From an optimization exercise on the open Yosys and OpenROAD flow, aimed at small area; shortcuts taken in it are not production practice.
Where RTL was checked, it was by simulation tests only, not by an equivalence proof against the original.
Only the layout flow was run in run 1; the RTL was not checked for function there.
The clock cells of run 4 come from the design's own scripts or RTL, not from TritonCTS.
The clock input has no modelled driver; a real chip could not lean on it and would need a root buffer or a full tree.
Power figures rest on the tool's default switching activity, not on a simulated workload.

<file path="flow/design.v">
`timescale 1ns / 1ps
module sel_adj(
    input adj,
    input clk_1hz,
    input clk_2hz,
    output which_clk
);
    assign which_clk = adj ? clk_2hz : clk_1hz;
endmodule
`timescale 1ns / 1ps
module clock_divider(
    input clk,
    input por,
    input rst,
    output reg clk_2hz,
    output reg clk_1hz,
    output fast_step,
    output reg clk_blink
);
    wire clr = por | rst;
    reg [2:0] fast;
    assign fast_step = fast[2] & fast[0];
    reg [7:0] counter_2hz;
    reg [8:0] counter_1hz;
    reg [8:0] counter_blink;
    wire end_2hz = counter_2hz == 8'd250;
    wire end_1hz = counter_1hz == 9'd500;
    wire end_blink = counter_blink == 9'd375;
    always @(posedge clk) begin
        if (clr) begin
            fast <= 3'b000;
            counter_2hz <= 0;
            counter_1hz <= 0;
            counter_blink <= 0;
            clk_2hz <= 0;
            clk_1hz <= 0;
            clk_blink <= 0;
        end else begin
            fast <= {fast[1:0], ~fast[2]};
            counter_2hz <= end_2hz ? 8'd0 : counter_2hz + 1'b1;
            counter_1hz <= end_1hz ? 9'd0 : counter_1hz + 1'b1;
            counter_blink <= end_blink ? 9'd0 : counter_blink + 1'b1;
            clk_2hz <= clk_2hz ^ end_2hz;
            clk_1hz <= clk_1hz ^ end_1hz;
            clk_blink <= clk_blink ^ end_blink;
        end
    end
endmodule
`timescale 1ns / 1ps
module debouncer(
   input clk,
   input por,
   input signal_i,
   output signal_f
);
   reg [3:0] counter;
   reg temp_signal;
   reg cur_signal;
   wire diff = (cur_signal ^ temp_signal) & ~por;
   always @(posedge clk) begin
       temp_signal <= signal_i & ~por;
       counter <= diff ? counter + 1'b1 : 4'd0;
       if (por)
           cur_signal <= 1'b0;
       else if (diff && counter == 4'd15)
           cur_signal <= temp_signal;
   end
   assign signal_f = cur_signal;
endmodule
`timescale 1ns / 1ps
module counter(
	input clk,
	input por,
	input clk_1hz,
	input clk_2hz,
	input sel,
	input adj,
	input rst,
	input pause,
	output reg [2:0] minutes_tens,
	output reg [3:0] minutes_ones,
	output reg [2:0] seconds_tens,
	output reg [3:0] seconds_ones
);
	reg is_paused;
	reg pause_q;
	reg which_clk_q;
	wire which_clk;
	sel_adj adjust(.adj(adj), .clk_1hz(clk_1hz), .clk_2hz(clk_2hz), .which_clk(which_clk));
	wire step = which_clk & ~which_clk_q & ~is_paused;
	always @(posedge clk) begin
		if (por) begin
			which_clk_q <= 1'b0;
			pause_q <= 1'b0;
			is_paused <= 1'b0;
		end else begin
			which_clk_q <= which_clk;
			pause_q <= pause;
			is_paused <= is_paused ^ (pause & ~pause_q);
		end
	end
	wire so_end = seconds_ones == 4'd9;
	wire st_end = seconds_tens == 3'd5;
	wire mo_end = minutes_ones == 4'd9;
	wire mt_end = minutes_tens == 3'd5;
	wire sec_en = step & (~adj | sel);
	wire min_en = step & (adj ? ~sel : (so_end & st_end));
	wire clr = por | rst;
	always @(posedge clk) begin
		if (clr) begin
			minutes_tens <= 0;
			minutes_ones <= 0;
			seconds_tens <= 0;
			seconds_ones <= 0;
		end else begin
			if (sec_en) begin
				seconds_ones <= so_end ? 4'd0 : seconds_ones + 1'b1;
				if (so_end)
					seconds_tens <= st_end ? 3'd0 : seconds_tens + 1'b1;
			end
			if (min_en) begin
				minutes_ones <= mo_end ? 4'd0 : minutes_ones + 1'b1;
				if (mo_end)
					minutes_tens <= mt_end ? 3'd0 : minutes_tens + 1'b1;
			end
		end
	end
endmodule
`timescale 1ns / 1ps
module get_cathode(
   input [3:0] display_state,
   output reg [6:0] cathode
);
   always @* begin
       case(display_state)
           4'd0: cathode = 7'b1000000;
           4'd1: cathode = 7'b1111001;
           4'd2: cathode = 7'b0100100;
           4'd3: cathode = 7'b0110000;
           4'd4: cathode = 7'b0011001;
           4'd5: cathode = 7'b0010010;
           4'd6: cathode = 7'b0000010;
           4'd7: cathode = 7'b1111000;
           4'd8: cathode = 7'b0000000;
           4'd9: cathode = 7'b0010000;
           default: cathode = 7'b1111111;
       endcase
   end
endmodule
`timescale 1ns / 1ps
module create_display(
    input clk,
    input por,
    input fast_step,
    input clk_blink,
    input sel,
    input adj,
    input [2:0] minutes_tens,
    input [3:0] minutes_ones,
    input [2:0] seconds_tens,
    input [3:0] seconds_ones,
    output [6:0] cathode,
    output [3:0] anode
);
	reg [1:0] switch;
	reg started;
	reg [3:0] digit;
	reg [3:0] cur;
	always @* begin
		case (switch)
			2'd0: cur = {1'b0, minutes_tens};
			2'd1: cur = minutes_ones;
			2'd2: cur = {1'b0, seconds_tens};
			default: cur = seconds_ones;
		endcase
	end
	wire blank = adj & ~clk_blink & (switch[1] ~^ sel);
	always @(posedge clk) begin
		if (por) begin
			switch <= 2'd0;
			started <= 1'b0;
			digit <= 4'hf;
		end else if (fast_step) begin
			switch <= switch + 1'b1;
			started <= 1'b1;
			digit <= blank ? 4'hf : cur;
		end
	end
	get_cathode decode(.display_state(digit), .cathode(cathode));
	assign anode = ~started ? 4'b1111 :
	               switch == 2'd1 ? 4'b0111 :
	               switch == 2'd2 ? 4'b1011 :
	               switch == 2'd3 ? 4'b1101 : 4'b1110;
endmodule
`timescale 1ns / 1ps
module stopwatch(
	input clk,
	input rst,
	input SEL,
	input ADJ,
	input RESET,
	input PAUSE,
	output [6:0] cathode,
	output [3:0] anode
);
	wire clk_2hz, clk_1hz, fast_step, clk_blink;
	wire sel, adj, rst_db, pause;
	wire [2:0] minutes_tens, seconds_tens;
	wire [3:0] minutes_ones, seconds_ones;
	clock_divider clk_div (
		.clk(clk), .por(rst), .rst(RESET),
		.clk_2hz(clk_2hz), .clk_1hz(clk_1hz), .fast_step(fast_step), .clk_blink(clk_blink)
	);
	debouncer sel_debouncer (.clk(clk), .por(rst), .signal_i(SEL), .signal_f(sel));
	debouncer adj_debouncer (.clk(clk), .por(rst), .signal_i(ADJ), .signal_f(adj));
	debouncer rst_debouncer (.clk(clk), .por(rst), .signal_i(RESET), .signal_f(rst_db));
	debouncer pause_debouncer (.clk(clk), .por(rst), .signal_i(PAUSE), .signal_f(pause));
	counter decade_counter (
		.clk(clk), .por(rst), .clk_1hz(clk_1hz), .clk_2hz(clk_2hz),
		.sel(sel), .adj(adj), .rst(rst_db), .pause(pause),
		.minutes_tens(minutes_tens), .minutes_ones(minutes_ones),
		.seconds_tens(seconds_tens), .seconds_ones(seconds_ones)
	);
	create_display display (
		.clk(clk), .por(rst), .fast_step(fast_step), .clk_blink(clk_blink),
		.sel(sel), .adj(adj),
		.minutes_tens(minutes_tens), .minutes_ones(minutes_ones),
		.seconds_tens(seconds_tens), .seconds_ones(seconds_ones),
		.cathode(cathode), .anode(anode)
	);
endmodule
</file>
<file path="flow/run.sh">
#!/bin/bash
# synth_recipe.tcl (not shown) runs the flow's synth.tcl, then flattens the netlist and writes it again
# the make line also repeats each setting of config.mk as NAME=value (left out here)
make -C /OpenROAD-flow-scripts/flow DESIGN_CONFIG=/design/flow/config.mk WORK_HOME=/design/flow/orfs CLKGATE_MAP_FILE= SYNTH_SCRIPT=/design/flow/synth_recipe.tcl finish
</file>
<file path="flow/config.mk">
export PLATFORM = sky130hd
export DESIGN_NAME = stopwatch
export DESIGN_NICKNAME = stopwatch
export VERILOG_FILES = /design/flow/design.v
export SDC_FILE = /design/flow/constraint.sdc
export NUM_CORES = 4
export LEC_CHECK = 0
export CAP_MARGIN = 20
export CORE_MARGIN = 2
export CORE_UTILIZATION = 40
export SLEW_MARGIN = 20
</file>
<file path="flow/constraint.sdc">
create_clock -name core_clock -period 10.0 [get_ports {clk}]
set_input_delay 2.0000 -clock core_clock [delete_from_list [all_inputs] [get_ports {clk}]]
set_output_delay 2.0000 -clock core_clock [all_outputs]
set_load 0.01 [all_outputs]
</file>
==> run summary, run 1 <==
# TYPE chip_impl_metric gauge
chip_impl_info{name="cpMaxStageDelayCell",value="sky130_fd_sc_hd__clkdlybuf4s50_1"} 1
chip_impl_metric{name="post_synth_mux_area_share",unit="%"} 2.45
chip_impl_metric{name="dpl.cell_count",unit=""} 516
chip_impl_metric{name="slew_headroom",unit="%"} 58.9
chip_impl_metric{name="worst_clock_skew",unit="ns"} 0.00910
chip_impl_info{name="netlist_top_cells_count",value="87 x sky130_fd_sc_hd__dfxtp_1, 68 x sky130_fd_sc_hd__nor2_1, 27 x sky130_fd_sc_hd__nand2_1, 20 x sky130_fd_sc_hd__xnor2_1, 19 x sky130_fd_sc_hd__xor2_1"} 1
chip_impl_metric{name="initial_core_util",unit="%"} 41.8
chip_impl_metric{name="number_of_antenna_violations_at_the_first_check_in_global_routing",unit=""} 0
chip_impl_metric{name="met3RoutedLength",unit="µm"} 235
chip_impl_metric{name="routed_wl",unit="µm"} 6280
chip_impl_info{name="synth_largest_area_cell",value="sky130_fd_sc_hd__dfxtp_1"} 1
chip_impl_metric{name="power_density",unit="mW/mm²"} 153
chip_impl_metric{name="ctsHtreeMaxLevel",unit=""} 3
chip_impl_metric{name="leakagePower",unit="nW"} 1.52
chip_impl_metric{name="clock_insertion_delay_worst_skew",unit="ns"} 0.35
chip_impl_metric{name="postSynthAreaPerCell",unit="µm²"} 9.22
chip_impl_metric{name="layout.nets",unit=""} 442
chip_impl_metric{name="core_area",unit="mm²"} 0.00881
chip_impl_metric{name="synth_cell_types",unit=""} 48
chip_impl_info{name="timing_worst_setup_path_type",value="register to output pin"} 1
chip_impl_metric{name="grt_start_max_net_pins",unit=""} 31
chip_impl_info{name="path_cells",value="inv_1 -> ha_1 -> nand2_1 -> clkdlybuf4s50_1"} 1
chip_impl_metric{name="vdd.ir_drop.worst",unit="V"} 0.0000901
chip_impl_metric{name="power_switching_share",unit="%"} 21.2
chip_impl_metric{name="number_of_nets_produced_by_synthesis",unit=""} 422
chip_impl_metric{name="drt_drc_violations_left",unit=""} 0
chip_impl_metric{name="cts.path.max_buffers",unit=""} 2
chip_impl_metric{name="grt_first_pass_wirelength",unit="µm"} 11400
chip_impl_metric{name="layout-drive-gt1-share",unit="%"} 6.84
chip_impl_metric{name="met1Wirelength",unit="µm"} 3000
chip_impl_metric{name="share_seq_of_total_power",unit="%"} 55.1
chip_impl_info{name="cp_top_family",value="buffers and inverters"} 1
chip_impl_metric{name="routed_via_density",unit=""} 5.04
chip_impl_metric{name="finish.cell_count_without_fillers",unit=""} 532
chip_impl_metric{name="die_height",unit="µm"} 99.9
chip_impl_metric{name="netlist_area",unit="mm²"} 0.00368
chip_impl_metric{name="power_report.internal_total",unit="µW"} 503
chip_impl_metric{name="critPathArrivalTime",unit="ns"} 1.79
chip_impl_info{name="worstHoldPathType",value="register to register"} 1
chip_impl_metric{name="dpl.hpwl",unit="µm"} 4600
chip_impl_metric{name="synth_edf_count",unit=""} 0
chip_impl_metric{name="holdWs",unit="ns"} 0.439
chip_impl_metric{name="fp.dieArea",unit="mm²"} 0.00998
chip_impl_metric{name="detailedRoute.firstIterationViolations",unit=""} 80
chip_impl_metric{name="first_pass_iteration_count_of_the_detailed_router",unit=""} 4
chip_impl_info{name="worst_setup_path_startpoint",value="display.switch[1]"} 1
chip_impl_metric{name="reg2reg_depth",unit=""} 8
chip_impl_metric{name="route.met2.wl",unit="µm"} 2950
chip_impl_metric{name="max_clock_freq",unit="MHz"} 264
chip_impl_info{name="highest-signal-layer",value="met4"} 1
chip_impl_metric{name="drv_slew",unit=""} 0
chip_impl_metric{name="post_cts_setup_bufs",unit=""} 0
chip_impl_metric{name="ctsHoldBuffers",unit=""} 0
chip_impl_info{name="outcome",value="complete, no violations"} 1
chip_impl_metric{name="wl_per_cell",unit="µm"} 11.8
chip_impl_metric{name="number_of_antenna_diodes",unit=""} 0
chip_impl_metric{name="area_share_of_the_largest_cell_type_after_synthesis",unit="%"} 47.3
chip_impl_metric{name="synth_adder_area_share",unit="%"} 5.78
chip_impl_metric{name="simple_gate_area_share_of_the_yosys_netlist",unit="%"} 22.7
chip_impl_info{name="synthMostInstantiatedCell",value="sky130_fd_sc_hd__dfxtp_1"} 1
chip_impl_metric{name="worst_setup_hold_path_clk_slew",unit="ns"} 0.09
chip_impl_metric{name="fin_crit",unit="ns"} 3.79
chip_impl_metric{name="totalPowerFinal",unit="µW"} 639
chip_impl_metric{name="crit_required",unit="ns"} 8.00
chip_impl_metric{name="post_cts.resized_instances",unit=""} 0
chip_impl_metric{name="horizontal_die_dimension",unit="µm"} 99.9
chip_impl_info{name="worst_setup_path_end_kind",value="output pin"} 1
chip_impl_metric{name="syn-instance-count",unit=""} 399
chip_impl_metric{name="postRouteAntennaNets",unit=""} 0
chip_impl_metric{name="timing.reg2reg.setup_slack",unit="ns"} 7.70
chip_impl_metric{name="final.setup.tns",unit="ns"} 0
chip_impl_metric{name="area.sequential",unit="mm²"} 0.00174
chip_impl_info{name="unrepaired_setup_endpoints_after_global_routing",value="no"} 1
chip_impl_metric{name="i_o_pin_cnt",unit=""} 17
chip_impl_metric{name="grt_remaining_overflow",unit=""} 0
chip_impl_metric{name="nFillCells",unit=""} 864
chip_impl_metric{name="portBuffers",unit=""} 16
chip_impl_metric{name="worst-path-stages",unit=""} 4
chip_impl_metric{name="via_count_of_the_first_global_routing_pass",unit=""} 2571
chip_impl_metric{name="rows",unit=""} 34
chip_impl_metric{name="report.final.setup_viol",unit=""} 0
chip_impl_metric{name="flow.area_growth_from_synthesis",unit="%"} 13.4
chip_impl_metric{name="timing_hold_violations_final",unit=""} 0
chip_impl_metric{name="synth_compound_gate_area_share",unit="%"} 9.83
chip_impl_info{name="worstReg2RegEnd",value="cathode[0]"} 1
chip_impl_metric{name="combPwrFrac",unit="%"} 2.2
chip_impl_metric{name="clockPowerShare",unit="%"} 42.7
chip_impl_metric{name="worst-slew-pin-transition",unit="ns"} 0.612
chip_impl_metric{name="fin_util",unit="%"} 47.4
chip_impl_info{name="yosys-top-cells-area",value="sky130_fd_sc_hd__dfxtp_1 47%, sky130_fd_sc_hd__nor2_1 6.9%, sky130_fd_sc_hd__ha_1 5.8%"} 1
chip_impl_metric{name="clkSinkCount",unit=""} 87
chip_impl_metric{name="critical_path.max_fanout",unit=""} 6
chip_impl_metric{name="fraction_of_synthesized_cell_area_in_xor_and_xnor_cells",unit="%"} 9.28
chip_impl_metric{name="synth.yosys.seq_area_share",unit="%"} 47.3
chip_impl_info{name="dominant_combinational_cell_family_by_area_after_synthesis",value="simple AND/OR/NAND/NOR gates"} 1
chip_impl_metric{name="worst_path_largest_cell_delay",unit="ns"} 0.53
chip_impl_metric{name="ys_warn_count",unit=""} 5
chip_impl_info{name="yosys_most_used_dff",value="sky130_fd_sc_hd__dfxtp_1"} 1
chip_impl_metric{name="max_cap_viols",unit=""} 0
chip_impl_info{name="cts_root_buf",value="sky130_fd_sc_hd__clkbuf_8"} 1
chip_impl_info{name="critPathLaunchType",value="register"} 1
chip_impl_info{name="cts_tree",value="done"} 1
chip_impl_metric{name="cts_made_buffers",unit=""} 9
chip_impl_metric{name="critical_path.n_buffers_inverters",unit=""} 2
chip_impl_metric{name="routabilityCongestion",unit=""} 0.790
chip_impl_metric{name="fin_crit_sh",unit="%"} 37.9
chip_impl_metric{name="area_taken_by_multi_input_logic_gates",unit="mm²"} 0.00184
chip_impl_metric{name="vias",unit=""} 2682
chip_impl_metric{name="synth-seq-cells",unit=""} 87
chip_impl_metric{name="total_switching_power",unit="µW"} 135
chip_impl_info{name="worst_r2r_startpoint",value="display.switch[1]"} 1
chip_impl_metric{name="globalRouteTotalUtil",unit="%"} 14.0
chip_impl_info{name="setup.worst_path.end",value="anode[3]"} 1
chip_impl_metric{name="synthArstFlopShare",unit="%"} 0
==> cell usage in the layout, fill, tap and decap left out, types with 3 or more instances in the layout <==
cell and n:
sky130_fd_sc_hd__a21oi_1 16, sky130_fd_sc_hd__a22oi_1 4, sky130_fd_sc_hd__and2_1 4, sky130_fd_sc_hd__and3_1 5, sky130_fd_sc_hd__clkbuf_8 10, sky130_fd_sc_hd__clkdlybuf4s50_1 16, sky130_fd_sc_hd__dfxtp_1 87, sky130_fd_sc_hd__ha_1 17
sky130_fd_sc_hd__inv_1 13, sky130_fd_sc_hd__mux2i_1 9, sky130_fd_sc_hd__nand2_1 27, sky130_fd_sc_hd__nand2b_1 5, sky130_fd_sc_hd__nand3_1 17, sky130_fd_sc_hd__nand4_1 5, sky130_fd_sc_hd__nor2_1 68, sky130_fd_sc_hd__nor2b_1 11
sky130_fd_sc_hd__nor3_1 7, sky130_fd_sc_hd__o21ai_0 14, sky130_fd_sc_hd__or2_2 3, sky130_fd_sc_hd__or3_1 7, sky130_fd_sc_hd__xnor2_1 20, sky130_fd_sc_hd__xor2_1 19
==> cell type report <==
type	instances	share of cell area, %
multi-input cells	289	44.2
flip-flops and latches	87	41.7
repair buffers	17	4.02
clock buffers	10	3.30
well taps	108	3.24
clock inverters	6	2.22
inverters	15	1.35
==> per-layer routing <==
layer  vias to the layer above  GRT usage [%]
li1                       1390              -
met1                      1247           17.6
met2                        36           22.8
met3                         9           4.04
met4                         0           5.37
met5                         -              0
==> power groups by stage <==
stage | Sequential [mW] | Combinational [mW] | Clock [mW]
after floorplan | 0.360 | 0.00952 | 0
after detailed placement | 0.360 | 0.0142 | 0
final | 0.352 | 0.0138 | 0.273
after CTS | 0.352 | 0.0144 | 0.284
after global routing | 0.353 | 0.0161 | 0.298
after global placement | 0.360 | 0.0140 | 0
==> cells by family (layout without fill, tap and decap cells) <==
family | count (synthesis) | after routing
AO/OA/AOI/OAI | 52 | 52
XOR/XNOR | 39 | 39
flip-flops | 87 | 87
AND/OR/NAND/NOR | 172 | 172
buffers and inverters | 23 | 48
multiplexers | 9 | 9
adder cells (fa/ha/maj) | 17 | 17
==> flip-flops by register name (all words and copies together) (netlist names), 4 cells and up <==
signal	count
cathode	7
clk_div.counter_1hz	9
decade_counter.seconds_ones	4
pause_debouncer.counter	4
adj_debouncer.counter	4
display.digit	4
clk_div.counter_blink	9
clk_div.counter_2hz	8
decade_counter.minutes_ones	4
sel_debouncer.counter	4
rst_debouncer.counter	4
==> worst min path at each step <==
stage | to | from | cells after the start | slack (ns)
final | clk_div.fast[2] | clk_div.fast[1] | 1 | 0.44
after global routing | adj_debouncer.counter[0] | adj_debouncer.counter[0] | 1 | 0.48
after CTS | clk_div.fast[2] | clk_div.fast[1] | 1 | 0.45
after detailed placement | clk_div.fast[2] | clk_div.fast[1] | 1 | 0.42
after global placement | clk_div.fast[2] | clk_div.fast[1] | 1 | 0.41
after floorplan | clk_div.fast[0] | clk_div.fast[2] | 1 | 0.40
==> through the flow <==
step / worst slack, ns / instance area [µm²]
global route: 6.09 / 4170
CTS: 6.17 / 4170
global placement: 6.28 / 3940
detailed placement: 6.28 / 3940
floorplan: 6.90 / 3680
finish: 6.21 / 4170
==> run 2, diff against run 1 <==
--- a/flow/design.v
+++ b/flow/design.v
@@ -19,17 +19,28 @@
 );
+    localparam [8:0] MASK = 9'b010101010;
     wire clr = por | rst;
-    reg [2:0] fast;
+    reg [2:0] fast_x;
+    wire [2:0] fast = fast_x ^ 3'b010;
     assign fast_step = fast[2] & fast[0];
-    reg [7:0] counter_2hz;
-    reg [8:0] counter_1hz;
-    reg [8:0] counter_blink;
-    wire end_2hz = counter_2hz == 8'd250;
-    wire end_1hz = counter_1hz == 9'd500;
-    wire end_blink = counter_blink == 9'd375;
+    reg [8:0] x_2hz, x_1hz, x_blink;
+    wire [8:0] s_2hz = x_2hz ^ MASK;
+    wire [8:0] s_1hz = x_1hz ^ MASK;
+    wire [8:0] s_blink = x_blink ^ MASK;
+    wire end_2hz = {s_2hz[8], s_2hz[5:3], s_2hz[1:0]} == 6'b111111;
+    wire end_1hz = s_1hz == 9'b010000111;
+    wire end_blink = {s_blink[8], s_blink[6:3], s_blink[1:0]} == 7'b1111111;
+    function [8:0] step;
+        input [8:0] s;
+        step = {s[7:0], s[8] ~^ s[3]};
+    endfunction
+    wire [8:0] n_2hz = (clr | end_2hz) ? 9'd0 : step(s_2hz);
+    wire [8:0] n_1hz = (clr | end_1hz) ? 9'd0 : step(s_1hz);
+    wire [8:0] n_blink = (clr | end_blink) ? 9'd0 : step(s_blink);
+    wire [2:0] n_fast = clr ? 3'b000 : {fast[1:0], ~fast[2]};
     always @(posedge clk) begin
+        x_2hz <= n_2hz ^ MASK;
+        x_1hz <= n_1hz ^ MASK;
+        x_blink <= n_blink ^ MASK;
+        fast_x <= n_fast ^ 3'b010;
         if (clr) begin
-            fast <= 3'b000;
-            counter_2hz <= 0;
-            counter_1hz <= 0;
-            counter_blink <= 0;
             clk_2hz <= 0;
@@ -38,6 +49,2 @@
         end else begin
-            fast <= {fast[1:0], ~fast[2]};
-            counter_2hz <= end_2hz ? 8'd0 : counter_2hz + 1'b1;
-            counter_1hz <= end_1hz ? 9'd0 : counter_1hz + 1'b1;
-            counter_blink <= end_blink ? 9'd0 : counter_blink + 1'b1;
             clk_2hz <= clk_2hz ^ end_2hz;
@@ -55,12 +62,18 @@
 );
-   reg [3:0] counter;
-   reg temp_signal;
+   localparam [3:0] MASK = 4'b0101;
+   reg [3:0] counter_x;
+   reg temp_n;
    reg cur_signal;
+   wire [3:0] counter = counter_x ^ MASK;
+   wire temp_signal = ~temp_n;
    wire diff = (cur_signal ^ temp_signal) & ~por;
+   wire last = counter == 4'b1000;
+   wire feedback = counter[3] ~^ (counter[2] & counter[1] & ~counter[0]);
+   wire [3:0] counter_n = diff ? {counter[2:0], feedback} : 4'd0;
    always @(posedge clk) begin
-       temp_signal <= signal_i & ~por;
-       counter <= diff ? counter + 1'b1 : 4'd0;
+       temp_n <= ~(signal_i & ~por);
+       counter_x <= counter_n ^ MASK;
        if (por)
            cur_signal <= 1'b0;
-       else if (diff && counter == 4'd15)
+       else if (diff && last)
            cur_signal <= temp_signal;
@@ -101,27 +114,23 @@
 	end
-	wire so_end = seconds_ones == 4'd9;
-	wire st_end = seconds_tens == 3'd5;
-	wire mo_end = minutes_ones == 4'd9;
-	wire mt_end = minutes_tens == 3'd5;
-	wire sec_en = step & (~adj | sel);
-	wire min_en = step & (adj ? ~sel : (so_end & st_end));
+	wire so_end = seconds_ones[3] & seconds_ones[0];
+	wire st_end = seconds_tens[2] & seconds_tens[0];
+	wire mo_end = minutes_ones[3] & minutes_ones[0];
+	wire e_so = step & (~adj | sel);
+	wire e_st = e_so & so_end;
+	wire e_mo = step & (adj ? ~sel : (so_end & st_end));
+	wire e_mt = e_mo & mo_end;
+	function [3:0] ones_flip;
+		input [3:0] q;
+		ones_flip = {q[0] & (q[3] | (q[2] & q[1])), q[0] & q[1], q[0] & ~q[3], 1'b1};
+	endfunction
+	function [2:0] tens_flip;
+		input [2:0] q;
+		tens_flip = {q[0] & (q[2] | q[1]), q[0] & ~q[2], 1'b1};
+	endfunction
 	wire clr = por | rst;
 	always @(posedge clk) begin
-		if (clr) begin
-			minutes_tens <= 0;
-			minutes_ones <= 0;
-			seconds_tens <= 0;
-			seconds_ones <= 0;
-		end else begin
-			if (sec_en) begin
-				seconds_ones <= so_end ? 4'd0 : seconds_ones + 1'b1;
-				if (so_end)
-					seconds_tens <= st_end ? 3'd0 : seconds_tens + 1'b1;
-			end
-			if (min_en) begin
-				minutes_ones <= mo_end ? 4'd0 : minutes_ones + 1'b1;
-				if (mo_end)
-					minutes_tens <= mt_end ? 3'd0 : minutes_tens + 1'b1;
-			end
-		end
+		seconds_ones <= {4{~clr}} & (seconds_ones ^ ({4{e_so}} & ones_flip(seconds_ones)));
+		seconds_tens <= {3{~clr}} & (seconds_tens ^ ({3{e_st}} & tens_flip(seconds_tens)));
+		minutes_ones <= {4{~clr}} & (minutes_ones ^ ({4{e_mo}} & ones_flip(minutes_ones)));
+		minutes_tens <= {3{~clr}} & (minutes_tens ^ ({3{e_mt}} & tens_flip(minutes_tens)));
 	end
@@ -131,19 +140,18 @@
    input [3:0] display_state,
-   output reg [6:0] cathode
-);
-   always @* begin
-       case(display_state)
-           4'd0: cathode = 7'b1000000;
-           4'd1: cathode = 7'b1111001;
-           4'd2: cathode = 7'b0100100;
-           4'd3: cathode = 7'b0110000;
-           4'd4: cathode = 7'b0011001;
-           4'd5: cathode = 7'b0010010;
-           4'd6: cathode = 7'b0000010;
-           4'd7: cathode = 7'b1111000;
-           4'd8: cathode = 7'b0000000;
-           4'd9: cathode = 7'b0010000;
-           default: cathode = 7'b1111111;
-       endcase
-   end
+   output [6:0] cathode
+);
+   wire [3:0] d = display_state;
+   wire off = d[3] & (d[2] | d[1]);
+   wire [9:0] is;
+   genvar i;
+   generate for (i = 0; i < 10; i = i + 1) begin : dec
+       assign is[i] = d == i;
+   end endgenerate
+   assign cathode[0] = off | is[1] | is[4];
+   assign cathode[1] = off | is[5] | is[6];
+   assign cathode[2] = off | is[2];
+   assign cathode[3] = off | is[1] | is[4] | is[7];
+   assign cathode[4] = off | is[1] | is[3] | is[4] | is[5] | is[7] | is[9];
+   assign cathode[5] = off | is[1] | is[2] | is[3] | is[7];
+   assign cathode[6] = off | is[0] | is[1] | is[7];
 endmodule
==> run 2 against run 1 <==
  * Worst hold slack worse by 0.077 ns
  * Critical path depth is 1 lower
  * Die area is 16% lower
  * Worst setup slack worse by 0.081 ns
  * Largest cell class is now registers
==> run summary, run 2 <==
# TYPE chip_impl_metric gauge
chip_impl_metric{name="clock_insertion_delay_worst_skew",unit="ns"} 0.34
chip_impl_info{name="yosys_most_used_dff",value="sky130_fd_sc_hd__dfxtp_1"} 1
chip_impl_metric{name="worst_path_largest_cell_delay",unit="ns"} 0.53
chip_impl_metric{name="dpl.hpwl",unit="µm"} 3720
chip_impl_metric{name="cts_made_buffers",unit=""} 9
chip_impl_metric{name="postRouteAntennaNets",unit=""} 0
chip_impl_metric{name="routed_wl",unit="µm"} 5270
chip_impl_info{name="highest_count_cells_in_the_layout_ignoring_fill_and_taps",value="81 x sky130_fd_sc_hd__dfxtp_1, 50 x sky130_fd_sc_hd__nor2_1, 50 x sky130_fd_sc_hd__nand2_1"} 1
chip_impl_metric{name="flow.area_growth_from_synthesis",unit="%"} 15.7
chip_impl_metric{name="drv_slew",unit=""} 0
chip_impl_metric{name="power_switching_share",unit="%"} 19.6
chip_impl_metric{name="globalRouteMet1Util",unit="%"} 17.5
chip_impl_metric{name="vdd.ir_drop.worst",unit="V"} 0.0000809
chip_impl_metric{name="synth.yosys.seq_area_share",unit="%"} 53.1
chip_impl_info{name="unrepaired_setup_endpoints_after_global_routing",value="no"} 1
chip_impl_info{name="worstHoldPathType",value="register to register"} 1
chip_impl_metric{name="fp.dieArea",unit="mm²"} 0.00835
chip_impl_metric{name="initial_core_util",unit="%"} 41.7
chip_impl_metric{name="totalPowerFinal",unit="µW"} 625
chip_impl_metric{name="power_report.internal_total",unit="µW"} 503
chip_impl_info{name="global_route_hottest_layer",value="met2"} 1
chip_impl_metric{name="wl_per_cell",unit="µm"} 11.8
chip_impl_metric{name="portBuffers",unit=""} 16
chip_impl_metric{name="grt_remaining_overflow",unit=""} 0
chip_impl_metric{name="number_of_antenna_violations_at_the_first_check_in_global_routing",unit=""} 0
chip_impl_metric{name="horizontal_die_dimension",unit="µm"} 91.4
chip_impl_info{name="reg_top3",value="clk_div.x_1hz: 9 flops, clk_div.x_2hz: 9 flops, clk_div.x_blink: 9 flops"} 1
chip_impl_metric{name="layout.nets",unit=""} 352
chip_impl_info{name="cpMaxStageDelayCell",value="sky130_fd_sc_hd__dfxtp_1"} 1
chip_impl_metric{name="area_share_of_the_largest_cell_type_after_synthesis",unit="%"} 53.1
chip_impl_metric{name="leakagePower",unit="nW"} 1.25
chip_impl_info{name="worst_setup_path_end_kind",value="output pin"} 1
chip_impl_metric{name="fin_util",unit="%"} 48.2
chip_impl_metric{name="ctsHoldBuffers",unit=""} 0
chip_impl_metric{name="total_switching_power",unit="µW"} 122
chip_impl_metric{name="i_o_pin_cnt",unit=""} 17
chip_impl_info{name="yosys-top-cells-area",value="sky130_fd_sc_hd__dfxtp_1 53%, sky130_fd_sc_hd__nand2_1 6.1%, sky130_fd_sc_hd__nor2_1 6.1%"} 1
chip_impl_metric{name="layout-drive-gt1-share",unit="%"} 6.07
chip_impl_metric{name="number_of_nets_produced_by_synthesis",unit=""} 336
chip_impl_metric{name="worst-slew-pin-transition",unit="ns"} 0.709
chip_impl_metric{name="slew_headroom",unit="%"} 52.6
chip_impl_metric{name="clkSinkCount",unit=""} 81
chip_impl_metric{name="share_seq_of_total_power",unit="%"} 52.4
chip_impl_metric{name="number_of_antenna_diodes",unit=""} 0
chip_impl_metric{name="combPwrFrac",unit="%"} 2.0
chip_impl_metric{name="synth_cell_types",unit=""} 45
chip_impl_metric{name="fin_crit_sh",unit="%"} 38.7
chip_impl_metric{name="ctsHtreeMaxLevel",unit=""} 3
chip_impl_metric{name="critical_path.max_fanout",unit=""} 11
chip_impl_metric{name="first_pass_iteration_count_of_the_detailed_router",unit=""} 4
chip_impl_info{name="layout.cells.most_common",value="sky130_fd_sc_hd__dfxtp_1"} 1
chip_impl_metric{name="final.setup.tns",unit="ns"} 0
chip_impl_metric{name="finish.instance_area",unit="mm²"} 0.00353
chip_impl_metric{name="use_met2",unit="%"} 21.6
chip_impl_metric{name="post_cts_setup_bufs",unit=""} 0
chip_impl_metric{name="clockPowerShare",unit="%"} 45.6
chip_impl_metric{name="worst_setup_hold_path_clk_slew",unit="ns"} 0.08
chip_impl_metric{name="routabilityCongestion",unit=""} 0.761
chip_impl_metric{name="postSynthAreaPerCell",unit="µm²"} 9.40
chip_impl_metric{name="globalRouteTotalUtil",unit="%"} 13.9
chip_impl_metric{name="crit_required",unit="ns"} 8.00
chip_impl_metric{name="syn-instance-count",unit=""} 325
chip_impl_metric{name="post_cts.resized_instances",unit=""} 0
chip_impl_info{name="synthMostInstantiatedCell",value="sky130_fd_sc_hd__dfxtp_1"} 1
chip_impl_info{name="synth_largest_area_cell",value="sky130_fd_sc_hd__dfxtp_1"} 1
chip_impl_metric{name="rows",unit=""} 31
chip_impl_metric{name="core_area",unit="mm²"} 0.00733
chip_impl_info{name="cts_tree",value="done"} 1
chip_impl_metric{name="cts.path.max_buffers",unit=""} 2
chip_impl_metric{name="detailed_place.area",unit="mm²"} 0.00329
chip_impl_metric{name="max_cap_viols",unit=""} 0
chip_impl_info{name="critPathLaunchType",value="register"} 1
chip_impl_metric{name="detailedRoute.firstIterationViolations",unit=""} 66
chip_impl_metric{name="synthArstFlopShare",unit="%"} 0
chip_impl_metric{name="via_count_of_the_first_global_routing_pass",unit=""} 2126
chip_impl_metric{name="timing_hold_violations_final",unit=""} 0
chip_impl_info{name="timing_worst_setup_path_type",value="register to output pin"} 1
chip_impl_metric{name="fin_crit",unit="ns"} 3.87
chip_impl_info{name="outcome",value="complete, no violations"} 1
chip_impl_metric{name="finish.cell_count_without_fillers",unit=""} 445
chip_impl_metric{name="grt_start_max_net_pins",unit=""} 22
chip_impl_metric{name="synth_edf_count",unit=""} 0
chip_impl_info{name="cts_root_buf",value="sky130_fd_sc_hd__clkbuf_8"} 1
chip_impl_metric{name="die_height",unit="µm"} 91.4
chip_impl_metric{name="dpl.cell_count",unit=""} 429
chip_impl_metric{name="grt_first_pass_wirelength",unit="µm"} 9360
chip_impl_metric{name="drt_drc_violations_left",unit=""} 0
chip_impl_metric{name="nFillCells",unit=""} 695
chip_impl_metric{name="report.final.setup_viol",unit=""} 0
chip_impl_metric{name="synth-seq-cells",unit=""} 81
chip_impl_metric{name="critPathArrivalTime",unit="ns"} 1.87
chip_impl_info{name="netlist_top_cells_count",value="81 x sky130_fd_sc_hd__dfxtp_1, 50 x sky130_fd_sc_hd__nand2_1, 50 x sky130_fd_sc_hd__nor2_1, 13 x sky130_fd_sc_hd__xnor2_1"} 1
chip_impl_metric{name="vias",unit=""} 2212
chip_impl_metric{name="globalRouteMet3Util",unit="%"} 4.32
chip_impl_metric{name="max_clock_freq",unit="MHz"} 258
chip_impl_metric{name="routed_via_density",unit=""} 4.97
chip_impl_info{name="path_cells",value="nor2_1 -> a221o_1 -> clkdlybuf4s50_1"} 1
chip_impl_metric{name="ys_warn_count",unit=""} 4
chip_impl_metric{name="power_density",unit="mW/mm²"} 177
chip_impl_metric{name="worst_clock_skew",unit="ns"} 0.00916
chip_impl_metric{name="netlist_area",unit="mm²"} 0.00306
-- run 2: cell type report --
class,count,area [µm²],area share (%)
clock inverters,5,103,2.90
well taps,99,124,3.50
repair buffers,16,160,4.53
multi-input cells,222,1340,38.0
clock buffers,11,141,4.00
flip-flops and latches,81,1620,45.9
inverters,11,41.3,1.17
-- run 2: cell families after synthesis --
logic type / count (synthesis) / synth area share (%)
adders and majority gates: 5 / 2.05
xor gates and xnor gates: 21 / 6.02
buffers and inverters: 22 / 2.95
muxes: 3 / 0.983
DFF: 81 / 53.1
AOI/OAI and AO/OA: 46 / 11.5
and+or+nand+nor: 147 / 23.5
-- run 2: path summary, 6_finish.rpt --
| path | start | endpoint | slack (ns) | depth (start not counted) |
|---|---|---|---|---|
| min reg2reg | clk_div.x_2hz[2] | clk_div.x_2hz[3] | 0.36 | 1 |
| min | clk_div.x_2hz[2] | clk_div.x_2hz[3] | 0.36 | 1 |
| max | display.digit[2] | cathode[6] | 6.13 | 3 |
| max reg2reg | decade_counter.is_paused | decade_counter.minutes_tens[2] | 8.26 | 4 |
-- run 2: per-stage QoR --
step                hold slack (ns)  setup WS [ns]
detailed placement            0.351           5.98
global route                  0.380           5.99
global placement              0.345           6.01
finish                        0.362           6.13
CTS                           0.368           6.09
floorplan                     0.343           6.99
-- run 2: critical path: cells and delay by family, from the launching register on --
family,cells,cell delay (ns)
flip-flops,1,0.53
buffers and inverters,1,0.47
AO/OA/AOI/OAI,1,0.37
AND/OR/NAND/NOR,1,0.16
-- run 2: per-layer routing --
layer  vias to the layer above  wire length, µm
li1                       1145                -
met1                      1037             2740
met2                        21             2280
met3                         9              154
met4                         0               97
met5                         -                0
-- run 2: power by group through the flow --
| stage | clock network (mW) | logic, mW | registers (mW) |
|---|---|---|---|
| 6_report | 0.285 | 0.0126 | 0.328 |
| 5_1_grt | 0.306 | 0.0142 | 0.328 |
| 4_1_cts | 0.291 | 0.0128 | 0.328 |
| 3_5_place_dp | 0 | 0.0127 | 0.335 |
| 3_3_place_gp | 0 | 0.0127 | 0.335 |
| 2_1_floorplan | 0 | 0.00856 | 0.335 |
==> run 3, diff against run 2 <==
--- a/flow/design.v
+++ b/flow/design.v
@@ -143,15 +143,9 @@
    wire [3:0] d = display_state;
-   wire off = d[3] & (d[2] | d[1]);
-   wire [9:0] is;
-   genvar i;
-   generate for (i = 0; i < 10; i = i + 1) begin : dec
-       assign is[i] = d == i;
-   end endgenerate
-   assign cathode[0] = off | is[1] | is[4];
-   assign cathode[1] = off | is[5] | is[6];
-   assign cathode[2] = off | is[2];
-   assign cathode[3] = off | is[1] | is[4] | is[7];
-   assign cathode[4] = off | is[1] | is[3] | is[4] | is[5] | is[7] | is[9];
-   assign cathode[5] = off | is[1] | is[2] | is[3] | is[7];
-   assign cathode[6] = off | is[0] | is[1] | is[7];
+   assign cathode[0] = (d == 4'd1) | (d == 4'd4) | (d == 4'd11) | (d == 4'd14) | (d == 4'd15);
+   assign cathode[1] = (d == 4'd5) | (d == 4'd6) | (d == 4'd13) | (d == 4'd14) | (d == 4'd15);
+   assign cathode[2] = (d == 4'd2) | (d == 4'd10) | (d == 4'd11) | (d == 4'd14) | (d == 4'd15);
+   assign cathode[3] = (d == 4'd1) | (d == 4'd4) | (d == 4'd7) | (d == 4'd10) | (d == 4'd11) | (d == 4'd14) | (d == 4'd15);
+   assign cathode[4] = (d == 4'd1) | (d == 4'd3) | (d == 4'd4) | (d == 4'd5) | (d == 4'd7) | (d == 4'd9) | (d == 4'd11) | (d == 4'd13) | (d == 4'd15);
+   assign cathode[5] = (d == 4'd1) | (d == 4'd2) | (d == 4'd3) | (d == 4'd7) | (d == 4'd11) | (d == 4'd15);
+   assign cathode[6] = (d == 4'd0) | (d == 4'd1) | (d == 4'd7) | (d == 4'd15);
 endmodule
==> flow/flow/run.sh (new file) <==
#!/bin/bash
# Own layout flow: the standard ORFS flow with three changes.
#  1. Synthesis is the standard flow's script (synth_recipe.tcl) with ABC's mapping script
#     replaced by flow/abc_area.script (no buffering or upsizing for speed).
#  2. Ports are buffered with sky130_fd_sc_hd__buf_1.
#  3. Clock tree synthesis uses small buffers and no dummy loads.
# Each tool's output goes to a log file in the work folder.
set -euo pipefail
W=$(pwd)
F=$W/flow

{
  head -n 1 synth_recipe.tcl
  echo "proc abc {args} { set i [lsearch \$args -script]; lset args [expr {\$i + 1}] $F/abc_area.script; yosys abc {*}\$args }"
  tail -n +2 synth_recipe.tcl
} > "$W/own_synth.tcl"

ARGS=(
  "SYNTH_SCRIPT=$W/own_synth.tcl"
  "BUFFER_PORTS_ARGS=-buffer_cell sky130_fd_sc_hd__buf_1"
  "CTS_ARGS=-sink_clustering_enable -repair_clock_nets -dont_use_dummy_load -buf_list {${CTS_BUFS:-sky130_fd_sc_hd__clkbuf_4 sky130_fd_sc_hd__clkbuf_8}} -sink_clustering_size ${CTS_SIZE:-40} -sink_clustering_max_diameter ${CTS_DIAM:-100}"
)

bash "$W/standard.sh" "${ARGS[@]}" synth > "$W/log_synth.txt" 2>&1
bash "$W/standard.sh" "${ARGS[@]}" finish > "$W/log_layout.txt" 2>&1
==> flow/flow/abc_area.script (new file) <==
&get -n
&st
&dch
&nf -R 1000
&st
&syn2
&if -g -K 6
&synch2
&nf -R 1000
&st
&syn2
&if -g -K 6
&synch2
&nf -R 1000
&st
&syn2
&dch
&nf -R 1000 -p
&put
==> flow/standard.sh (new file) <==
#!/bin/bash
# synth_recipe.tcl (not shown) runs the flow's synth.tcl, then flattens the netlist and writes it again
# the make line also repeats each setting of config.mk as NAME=value (left out here)
make -C /OpenROAD-flow-scripts/flow DESIGN_CONFIG=/design/flow/config.mk WORK_HOME=/design/flow/orfs CLKGATE_MAP_FILE= SYNTH_SCRIPT=/design/flow/synth_recipe.tcl "${@:-finish}"
removed: flow/run.sh
==> run 3 against run 2 <==
  * Still clean on timing, DRC and antenna
  * Final area decreased by 11%
  * Maximum frequency grew 13%
  * Clock skew grew 0.0039 ns
  * Worst setup slack improved by 0.44 ns
  * Global-route usage is 0.13 points lower
  * Final cell count down 5.4%
  * Largest power group unchanged
==> run summary, run 3 <==
# TYPE chip_impl_metric gauge
chip_impl_info{name="reg_top3",value="clk_div.x_1hz: 9 flops, clk_div.x_2hz: 9 flops, clk_div.x_blink: 9 flops"} 1
chip_impl_info{name="hold_path_end",value="clk_div.x_2hz[7]"} 1
chip_impl_info{name="worst_setup_path_startpoint",value="display.digit[0]"} 1
chip_impl_info{name="cts_tree",value="done"} 1
chip_impl_info{name="worst_setup_path_end_kind",value="output pin"} 1
chip_impl_metric{name="routed_via_density",unit=""} 4.82
chip_impl_info{name="cts_root_buf",value="sky130_fd_sc_hd__clkbuf_8"} 1
chip_impl_metric{name="postRouteAntennaNets",unit=""} 0
chip_impl_metric{name="slew_headroom",unit="%"} 41.9
chip_impl_info{name="synthMostInstantiatedCell",value="sky130_fd_sc_hd__dfxtp_1"} 1
chip_impl_info{name="layout.cells.most_common",value="sky130_fd_sc_hd__dfxtp_1"} 1
chip_impl_metric{name="max_clock_freq",unit="MHz"} 291
chip_impl_metric{name="post_cts_setup_bufs",unit=""} 0
chip_impl_metric{name="vias",unit=""} 2028
chip_impl_metric{name="horizontal_die_dimension",unit="µm"} 88.2
chip_impl_metric{name="cts_made_buffers",unit=""} 9
chip_impl_metric{name="synth.yosys.seq_area_share",unit="%"} 57.2
chip_impl_info{name="unrepaired_setup_endpoints_after_global_routing",value="no"} 1
chip_impl_metric{name="timing_hold_violations_final",unit=""} 0
chip_impl_metric{name="fin_util",unit="%"} 45.9
chip_impl_metric{name="clock_insertion_delay_worst_skew",unit="ns"} 0.34
chip_impl_metric{name="flow.area_growth_from_synthesis",unit="%"} 10.7
chip_impl_metric{name="final.setup.tns",unit="ns"} 0
chip_impl_metric{name="core_area",unit="mm²"} 0.00683
chip_impl_metric{name="critPathArrivalTime",unit="ns"} 1.44
chip_impl_metric{name="i_o_pin_cnt",unit=""} 17
chip_impl_metric{name="reg2reg_depth",unit=""} 7
chip_impl_info{name="global_route_hottest_layer",value="met2"} 1
chip_impl_metric{name="portBuffers",unit=""} 16
chip_impl_metric{name="wl_per_cell",unit="µm"} 11.1
chip_impl_metric{name="ctsHtreeMaxLevel",unit=""} 3
chip_impl_metric{name="rows",unit=""} 30
chip_impl_metric{name="post_cts.resized_instances",unit=""} 0
chip_impl_metric{name="use_met2",unit="%"} 20.0
chip_impl_metric{name="layout-drive-gt1-share",unit="%"} 2.77
chip_impl_metric{name="cts.path.max_buffers",unit=""} 2
chip_impl_info{name="hold_start",value="clk_div.x_2hz[6]"} 1
chip_impl_metric{name="crit_required",unit="ns"} 8.00
chip_impl_metric{name="power_density",unit="mW/mm²"} 166
chip_impl_metric{name="report.final.setup_viol",unit=""} 0
chip_impl_metric{name="routed_wl",unit="µm"} 4670
chip_impl_info{name="worst_r2r_startpoint",value="decade_counter.seconds_ones[3]"} 1
chip_impl_metric{name="max_cap_viols",unit=""} 0
chip_impl_metric{name="synth_cell_types",unit=""} 32
chip_impl_metric{name="netlist_area",unit="mm²"} 0.00283
chip_impl_metric{name="initial_core_util",unit="%"} 41.5
chip_impl_metric{name="vdd.ir_drop.worst",unit="V"} 0.0000680
chip_impl_metric{name="fraction_of_synthesized_cell_area_in_xor_and_xnor_cells",unit="%"} 2.47
chip_impl_metric{name="number_of_antenna_violations_at_the_first_check_in_global_routing",unit=""} 0
chip_impl_info{name="highest_count_cells_in_the_layout_ignoring_fill_and_taps",value="81 x sky130_fd_sc_hd__dfxtp_1, 50 x sky130_fd_sc_hd__nor2_1, 41 x sky130_fd_sc_hd__nand2_1"} 1
chip_impl_info{name="yosys_most_used_dff",value="sky130_fd_sc_hd__dfxtp_1"} 1
chip_impl_info{name="timing_worst_setup_path_type",value="register to output pin"} 1
chip_impl_metric{name="synth-seq-cells",unit=""} 81
chip_impl_metric{name="fp.dieArea",unit="mm²"} 0.00777
chip_impl_metric{name="synth_compound_gate_area_share",unit="%"} 9.85
chip_impl_metric{name="worst_hold_path.num_cells",unit=""} 1
chip_impl_metric{name="first_pass_iteration_count_of_the_detailed_router",unit=""} 4
chip_impl_metric{name="layout.nets",unit=""} 338
chip_impl_metric{name="fin_crit",unit="ns"} 3.44
chip_impl_info{name="outcome",value="complete, no violations"} 1
chip_impl_metric{name="globalRouteMet3Util",unit="%"} 3.96
chip_impl_metric{name="ys_warn_count",unit=""} 4
chip_impl_metric{name="grt_start_max_net_pins",unit=""} 26
chip_impl_metric{name="worst-slew-pin-transition",unit="ns"} 0.871
chip_impl_info{name="worstHoldPathType",value="register to register"} 1
chip_impl_metric{name="ctsHoldBuffers",unit=""} 0
chip_impl_info{name="critPathLaunchType",value="register"} 1
chip_impl_metric{name="drt_drc_violations_left",unit=""} 0
chip_impl_metric{name="drv_slew",unit=""} 0
chip_impl_metric{name="worst_clock_skew",unit="ns"} 0.0130
chip_impl_info{name="synth_largest_area_cell",value="sky130_fd_sc_hd__dfxtp_1"} 1
chip_impl_metric{name="globalRouteTotalUtil",unit="%"} 13.7
chip_impl_metric{name="critical_path.max_fanout",unit=""} 7
chip_impl_metric{name="syn-instance-count",unit=""} 300
chip_impl_metric{name="synth_edf_count",unit=""} 0
chip_impl_metric{name="worst_setup_hold_path_clk_slew",unit="ns"} 0.07
chip_impl_metric{name="dpl.hpwl",unit="µm"} 3340
chip_impl_metric{name="grt_first_pass_wirelength",unit="µm"} 8130
chip_impl_metric{name="synth_adder_area_share",unit="%"} 2.21
chip_impl_metric{name="number_of_nets_produced_by_synthesis",unit=""} 311
chip_impl_info{name="netlist_top_cells_count",value="81 x sky130_fd_sc_hd__dfxtp_1, 50 x sky130_fd_sc_hd__nor2_1, 41 x sky130_fd_sc_hd__nand2_1, 14 x sky130_fd_sc_hd__a21oi_1, 12 x sky130_fd_sc_hd__nor2b_1"} 1
chip_impl_metric{name="fin_crit_sh",unit="%"} 34.4
chip_impl_metric{name="clkSinkCount",unit=""} 81
chip_impl_metric{name="simple_gate_area_share_of_the_yosys_netlist",unit="%"} 28.0
chip_impl_info{name="worstReg2RegEnd",value="decade_counter.minutes_tens[1]"} 1
chip_impl_info{name="dominant_combinational_cell_family_by_area_after_synthesis",value="simple AND/OR/NAND/NOR gates"} 1
chip_impl_metric{name="leakagePower",unit="nW"} 1.08
chip_impl_metric{name="area_share_of_the_largest_cell_type_after_synthesis",unit="%"} 57.2
chip_impl_metric{name="die_height",unit="µm"} 88.2
chip_impl_metric{name="number_of_antenna_diodes",unit=""} 0
chip_impl_metric{name="timing.reg2reg.setup_slack",unit="ns"} 8.17
chip_impl_metric{name="routabilityCongestion",unit=""} 0.759
chip_impl_metric{name="synthArstFlopShare",unit="%"} 0
chip_impl_metric{name="globalRouteMet1Util",unit="%"} 18.3
chip_impl_metric{name="post_synth_mux_area_share",unit="%"} 0
chip_impl_metric{name="grt_remaining_overflow",unit=""} 0
chip_impl_metric{name="detailedRoute.firstIterationViolations",unit=""} 83
chip_impl_info{name="yosys-top-cells-area",value="sky130_fd_sc_hd__dfxtp_1 57%, sky130_fd_sc_hd__nor2_1 6.6%, sky130_fd_sc_hd__nand2_1 5.4%"} 1
chip_impl_metric{name="via_count_of_the_first_global_routing_pass",unit=""} 1831
chip_impl_metric{name="postSynthAreaPerCell",unit="µm²"} 9.44
-- run 3: changes by cell type in the layout (fill, tap and decap cells not counted), sizes merged, moves of 9 or more --
cell	delta
buf	+16
nor3	+11
nand2	-9
clkdlybuf4s50	-16
inv	-11
nor2b	+9
-- run 3: layer usage --
metal / vias to the layer above / routed length (µm)
met4: 0 / 100
met1: 904 / 2430
met2: 33 / 1980
met3: 8 / 166
met5: - / 0
li1: 1083 / -
-- run 3: worst max-delay path, stage by stage, from the launching register on --
cell and delay [ns]:
sky130_fd_sc_hd__dfxtp_1 0.43, sky130_fd_sc_hd__nor2_1 0.11, sky130_fd_sc_hd__nor3_1 0.19, sky130_fd_sc_hd__a22oi_1 0.12, sky130_fd_sc_hd__nor2_1 0.10, sky130_fd_sc_hd__buf_1 0.15
-- run 3: how the worst max path moves through the flow --
stage                                endpoint  slack, ns  cells past startpoint
4_1_cts                            cathode[0]       6.54                      5
2_1_floorplan                      cathode[0]       7.10                      4
6_report                           cathode[0]       6.56                      5
5_1_grt                              anode[2]       6.41                      4
3_5_place_dp   decade_counter.seconds_ones[3]       6.29                      4
3_3_place_gp   decade_counter.seconds_ones[3]       6.30                      4
-- run 3: cells by family (layout without fill, tap and decap cells) --
| family | Yosys count | count (layout) |
|---|---|---|
| buffers and inverters | 2 | 27 |
| xor gates and xnor gates | 8 | 8 |
| DFF | 81 | 81 |
| AOI/OAI and AO/OA | 43 | 43 |
| adders and majority gates | 5 | 5 |
| and+or+nand+nor | 161 | 161 |
-- run 3: stage by stage --
stage	std cells	setup slack (ns)	area [µm²]	hold slack [ns]	power, mW
finish	421	6.56	3140	0.366	0.522
global route	421	6.41	3140	0.369	0.548
CTS	421	6.54	3140	0.366	0.531
detailed placement	412	6.29	3010	0.347	0.352
global placement	412	6.30	3010	0.345	0.352
floorplan	300	7.10	2830	0.343	0.347
-- run 3: area by class of cell --
class / instances / area (µm²)
flip-flops and latches: 81 / 1620
repair buffers: 16 / 60.1
multi-input cells: 217 / 1200
inverters: 2 / 7.51
well taps: 96 / 120
fillers: 673 / 3690
clock buffers: 9 / 124
-- run 3: power by group --
group | internal (mW) | switching, mW
Sequential | 0.327 | 0.00327
Combinational | 0.00514 | 0.00987
Clock | 0.0804 | 0.0968
==> run 4, diff against run 3 <==
==> flow/flow/run.sh (replaced) <==
#!/bin/bash
# Own layout flow: the standard ORFS flow with three changes.
#  1. Synthesis is the standard flow's script (synth_recipe.tcl) with ABC's mapping script
#     replaced by flow/abc_area.script (area-oriented mapping, no buffering
#     or upsizing for speed), and without mapping adders to half/full adder
#     cells ahead of ABC (ADDER_MAP_FILE empty).
#  2. Ports are buffered with sky130_fd_sc_hd__buf_1.
#  3. The clock tree is one level of buffers, made by flow/cts_own.tcl.
# Each tool's output goes to a log file in the work folder.
set -euo pipefail
W=$(pwd)
F=$W/flow

{
  head -n 1 synth_recipe.tcl
  echo "proc abc {args} { set i [lsearch \$args -script]; lset args [expr {\$i + 1}] $F/abc_area.script; yosys abc {*}\$args }"
  tail -n +2 synth_recipe.tcl
} > "$W/own_synth.tcl"

ARGS=(
  "SYNTH_SCRIPT=$W/own_synth.tcl"
  "ADDER_MAP_FILE="
  "BUFFER_PORTS_ARGS=-buffer_cell sky130_fd_sc_hd__buf_1"
  "PRE_CTS_TCL=$F/cts_own.tcl"
)

bash "$W/standard.sh" "${ARGS[@]}" synth > "$W/log_synth.txt" 2>&1
bash "$W/standard.sh" "${ARGS[@]}" finish > "$W/log_layout.txt" 2>&1
==> flow/flow/abc_area.script (replaced) <==
strash
dch -f
amap
mfs2
strash
dch -f
amap
==> flow/flow/cts_own.tcl (new file) <==
# Sourced before clock tree synthesis (PRE_CTS_TCL). Replaces ORFS's clock
# tree with one level of clock buffers: the flip-flops are split into K
# groups by position (k-means), and each group gets one buffer of type BUF at
# its centre, driven straight from the clock port. Every register sees the
# same single buffer stage.
proc clock_tree_synthesis { args } {
  set k [expr {[info exists ::env(OWN_CTS_K)] ? $::env(OWN_CTS_K) : 3}]
  set bufname [expr {[info exists ::env(OWN_CTS_BUF)] ? $::env(OWN_CTS_BUF) : "sky130_fd_sc_hd__buf_12"}]
  set block [ord::get_db_block]
  set master [[ord::get_db] findMaster $bufname]
  set clk [$block findNet clk]
  set sinks {}
  foreach it [$clk getITerms] {
    set bb [[$it getInst] getBBox]
    lappend sinks [list $it [expr {([$bb xMin] + [$bb xMax]) / 2}] [expr {([$bb yMin] + [$bb yMax]) / 2}]]
  }
  set n [llength $sinks]
  set sorted [lsort -real -index 1 $sinks]
  set centers {}
  for {set c 0} {$c < $k} {incr c} {
    set s [lindex $sorted [expr {int(($c + 0.5) * $n / $k)}]]
    lappend centers [list [lindex $s 1] [lindex $s 2]]
  }
  for {set iter 0} {$iter < 30} {incr iter} {
    set assign {}
    foreach s $sinks {
      set best 0
      set bd 1e18
      for {set c 0} {$c < $k} {incr c} {
        set d [expr {abs([lindex $s 1] - [lindex $centers $c 0]) + abs([lindex $s 2] - [lindex $centers $c 1])}]
        if {$d < $bd} {
          set bd $d
          set best $c
        }
      }
      lappend assign $best
    }
    set new {}
    for {set c 0} {$c < $k} {incr c} {
      set sx 0
      set sy 0
      set m 0
      foreach s $sinks a $assign {
        if {$a == $c} {
          set sx [expr {$sx + [lindex $s 1]}]
          set sy [expr {$sy + [lindex $s 2]}]
          incr m
        }
      }
      if {$m == 0} {
        lappend new [lindex $centers $c]
      } else {
        lappend new [list [expr {$sx / $m}] [expr {$sy / $m}]]
      }
    }
    set centers $new
  }
  for {set c 0} {$c < $k} {incr c} {
    set net [odb::dbNet_create $block clknet_own_$c]
    $net setSigType CLOCK
    set inst [odb::dbInst_create $block $master clkbuf_own_$c]
    [$inst findITerm A] connect $clk
    [$inst findITerm X] connect $net
    set m 0
    foreach s $sinks a $assign {
      if {$a == $c} {
        set it [lindex $s 0]
        $it disconnect
        $it connect $net
        incr m
      }
    }
    $inst setLocation [expr {int([lindex $centers $c 0])}] [expr {int([lindex $centers $c 1])}]
    $inst setPlacementStatus PLACED
    puts "own clock buffer $c ($bufname): $m sinks"
  }
  set_propagated_clock [all_clocks]
}
==> run 4 against run 3 <==
  * Critical path depth increased by 1
  * Largest cell class unchanged
  * Critical endpoint is now clk_div.x_1hz[0]
  * Maximum frequency decreased by 13%
  * Clock skew increased by 0.0037 ns
  * Wire length decreased by 2.1%
  * Via count increased by 2.7%
  * First-iteration DRC count decreased by 3.6%
  * Global-route usage decreased by 1.4 points
==> run summary, run 4 <==
# TYPE chip_impl_metric gauge
chip_impl_info{name="outcome",value="complete, no violations"} 1
chip_impl_metric{name="vias",unit=""} 2083
chip_impl_info{name="worst_setup_path_end_kind",value="register"} 1
chip_impl_metric{name="grt_first_pass_wirelength",unit="µm"} 8000
chip_impl_metric{name="portBuffers",unit=""} 16
chip_impl_metric{name="dpl.hpwl",unit="µm"} 3520
chip_impl_metric{name="horizontal_die_dimension",unit="µm"} 87.2
chip_impl_metric{name="share_seq_of_total_power",unit="%"} 71.3
chip_impl_metric{name="area_taken_by_multi_input_logic_gates",unit="mm²"} 0.00101
chip_impl_metric{name="worst_clock_skew",unit="ns"} 0.0167
chip_impl_metric{name="via_count_of_the_first_global_routing_pass",unit=""} 1880
chip_impl_metric{name="netlist_area",unit="mm²"} 0.00277
chip_impl_metric{name="worst_setup_hold_path_clk_slew",unit="ns"} 0.10
chip_impl_metric{name="wl_per_cell",unit="µm"} 11.0
chip_impl_metric{name="use_met2",unit="%"} 22.6
chip_impl_info{name="path_cells",value="buf_1 -> nor2_1 -> clkinv_1 -> nor2_1 -> clkinv_1 -> a211oi_1"} 1
chip_impl_metric{name="layout-drive-gt1-share",unit="%"} 0.890
chip_impl_metric{name="rows",unit=""} 30
chip_impl_info{name="layout.cells.most_common",value="sky130_fd_sc_hd__dfxtp_1"} 1
chip_impl_metric{name="drt_drc_violations_left",unit=""} 0
chip_impl_metric{name="totalPowerFinal",unit="µW"} 460
chip_impl_metric{name="worst_path_largest_cell_delay",unit="ns"} 0.68
chip_impl_metric{name="post_cts_setup_bufs",unit=""} 0
chip_impl_metric{name="syn-instance-count",unit=""} 318
chip_impl_metric{name="combPwrFrac",unit="%"} 2.2
chip_impl_metric{name="final.setup.tns",unit="ns"} 0
chip_impl_metric{name="grt_start_max_net_pins",unit=""} 31
chip_impl_metric{name="die_height",unit="µm"} 87.2
chip_impl_metric{name="synth_cell_types",unit=""} 28
chip_impl_metric{name="fin_crit",unit="ns"} 3.93
chip_impl_metric{name="area_share_of_the_largest_cell_type_after_synthesis",unit="%"} 58.6
chip_impl_metric{name="fp.dieArea",unit="mm²"} 0.00760
chip_impl_metric{name="core_area",unit="mm²"} 0.00676
chip_impl_metric{name="synthArstFlopShare",unit="%"} 0
chip_impl_info{name="worstHoldPathType",value="register to register"} 1
chip_impl_metric{name="layout.nets",unit=""} 345
chip_impl_metric{name="leakagePower",unit="nW"} 0.945
chip_impl_metric{name="power_report.internal_total",unit="µW"} 377
chip_impl_metric{name="grt_remaining_overflow",unit=""} 0
chip_impl_info{name="critPathLaunchType",value="input port"} 1
chip_impl_metric{name="globalRouteMet1Util",unit="%"} 16.6
chip_impl_metric{name="flow.area_growth_from_synthesis",unit="%"} 7.95
chip_impl_metric{name="critPathArrivalTime",unit="ns"} 3.98
chip_impl_metric{name="power_switching_share",unit="%"} 17.9
chip_impl_metric{name="routed_wl",unit="µm"} 4570
chip_impl_info{name="cpMaxStageDelayCell",value="sky130_fd_sc_hd__nor2_1"} 1
chip_impl_metric{name="number_of_antenna_violations_at_the_first_check_in_global_routing",unit=""} 0
chip_impl_metric{name="routabilityCongestion",unit=""} 0.788
chip_impl_info{name="reg_top3",value="clk_div.x_1hz: 9 flops, clk_div.x_2hz: 9 flops, clk_div.x_blink: 9 flops"} 1
chip_impl_metric{name="initial_core_util",unit="%"} 41.0
chip_impl_metric{name="critical_path.max_fanout",unit=""} 14
chip_impl_metric{name="max_clock_freq",unit="MHz"} 254
chip_impl_metric{name="synth-seq-cells",unit=""} 81
chip_impl_metric{name="total_switching_power",unit="µW"} 82.3
chip_impl_metric{name="crit_required",unit="ns"} 10.04
chip_impl_metric{name="drv_slew",unit=""} 0
chip_impl_metric{name="globalRouteMet3Util",unit="%"} 0.853
chip_impl_metric{name="i_o_pin_cnt",unit=""} 17
chip_impl_metric{name="number_of_antenna_diodes",unit=""} 0
chip_impl_metric{name="postSynthAreaPerCell",unit="µm²"} 8.71
chip_impl_info{name="synth_largest_area_cell",value="sky130_fd_sc_hd__dfxtp_1"} 1
chip_impl_metric{name="globalRouteTotalUtil",unit="%"} 12.3
chip_impl_metric{name="post_cts.resized_instances",unit=""} 0
chip_impl_metric{name="report.final.setup_viol",unit=""} 0
chip_impl_metric{name="detailedRoute.firstIterationViolations",unit=""} 80
chip_impl_metric{name="worst-slew-pin-transition",unit="ns"} 0.770
chip_impl_info{name="yosys_most_used_dff",value="sky130_fd_sc_hd__dfxtp_1"} 1
chip_impl_info{name="global_route_hottest_layer",value="met2"} 1
chip_impl_info{name="unrepaired_setup_endpoints_after_global_routing",value="no"} 1
chip_impl_metric{name="fin_crit_sh",unit="%"} 39.3
chip_impl_metric{name="number_of_nets_produced_by_synthesis",unit=""} 324
[run 4: changes by cell type after synthesis, sizes merged, moves of 5 or more]
cell	delta
ha	-5
o221ai	+7
nor2b	-10
nand3	+5
xnor2	-8
nor2	+24
clkinv	+35
nand2	-17
a211oi	+12
nor3b	-6
nand2b	-9
[run 4: per-stage QoR]
step / area (µm²) / setup WS [ns] / std cells / utilization [%]
finish: 2990 / 6.07 / 417 / 44.2
CTS: 2990 / 6.01 / 417 / 44.2
global route: 2990 / 5.75 / 417 / 44.2
global placement: 2930 / 5.99 / 414 / 43.4
detailed placement: 2930 / 5.82 / 414 / 43.4
floorplan: 2770 / 6.63 / 318 / -
[run 4: worst max-delay path, delay by kind of cell]
family / cells / cell delay [ns]
compound gates: 1 / 0.23
buf+inv: 3 / 0.75
simple gates: 2 / 1.00
[run 4: area by class of cell]
cell class	count	share of cell area, %
plain buffers	3	2.01
flip-flops and latches	81	54.2
inverters	37	4.65
repair buffers	16	2.01
well taps	80	3.35
multi-input cells	200	33.7
[run 4: power by group through the flow]
| stage | registers [mW] | logic, mW | clock network [mW] |
|---|---|---|---|
| 5_1_grt | 0.328 | 0.0117 | 0.140 |
| 3_5_place_dp | 0.335 | 0.0103 | 0 |
| 3_3_place_gp | 0.335 | 0.0100 | 0 |
| 2_1_floorplan | 0.335 | 0.00655 | 0 |
| 6_report | 0.328 | 0.00989 | 0.122 |
| 4_1_cts | 0.328 | 0.0102 | 0.130 |
[run 4: per-layer routing]
metal  part of all wire, %  vias up  wire length, µm
met1                    51      915             2320
met2                    45       30             2080
li1                      -     1134                -
met4                  0.74        0               34
met5                     0        -                0
met3                   3.1        4              143
[run 4: cell families after synthesis]
group                  share of synthesized area [%]
DFF                                             58.6
buffers and inverters                           5.02
AOI/OAI and AO/OA                               14.4
and+or+nand+nor                                 22.0
[run 4: final timing paths]
check	from	end	slack (ns)	cells after the start
worst max-delay path	rst	clk_div.x_1hz[0]	6.07	6
worst min-delay path	clk_div.fast_x[1]	clk_div.fast_x[2]	0.39	1
worst max register to register	adj_debouncer.cur_signal	decade_counter.minutes_tens[2]	7.80	12
worst min register to register	clk_div.fast_x[1]	clk_div.fast_x[2]	0.39	1

re-timing with driven ports:
In the flow no input, the clock included, has a driving cell. The finished layouts below were timed again as built, in two steps.
Step 1, drivers: a clkbuf_16 drives clk and a buf_2 each remaining input, both assumed.
Step 2 times the ports against the registers' clock, not the clock port: input delays grow and output delays shrink by t, the midpoint of the rising clock arrivals with the driver on.
Slacks: ideal ports / drivers / drivers and shift; pairs: ideal ports / drivers.
| run | t, ns | setup slack, ns | cell pins on the clock port's net |
|---|---|---|---|
| run 1 | 0.377 | 6.208 / 6.179 / 6.273 | 1 |
| run 2 | 0.370 | 6.127 / 6.096 / 5.981 | 1 |
| run 3 | 0.363 | 6.564 / 6.537 / 6.296 | 1 |
| run 4 | 0.192 | 6.066 / 6.107 / 5.915 | 3 |
After both steps every run listed still meets setup and hold. For run 3, which loses most, drivers alone change the setup slack by -0.027 ns; drivers and shift together by -0.268 ns.
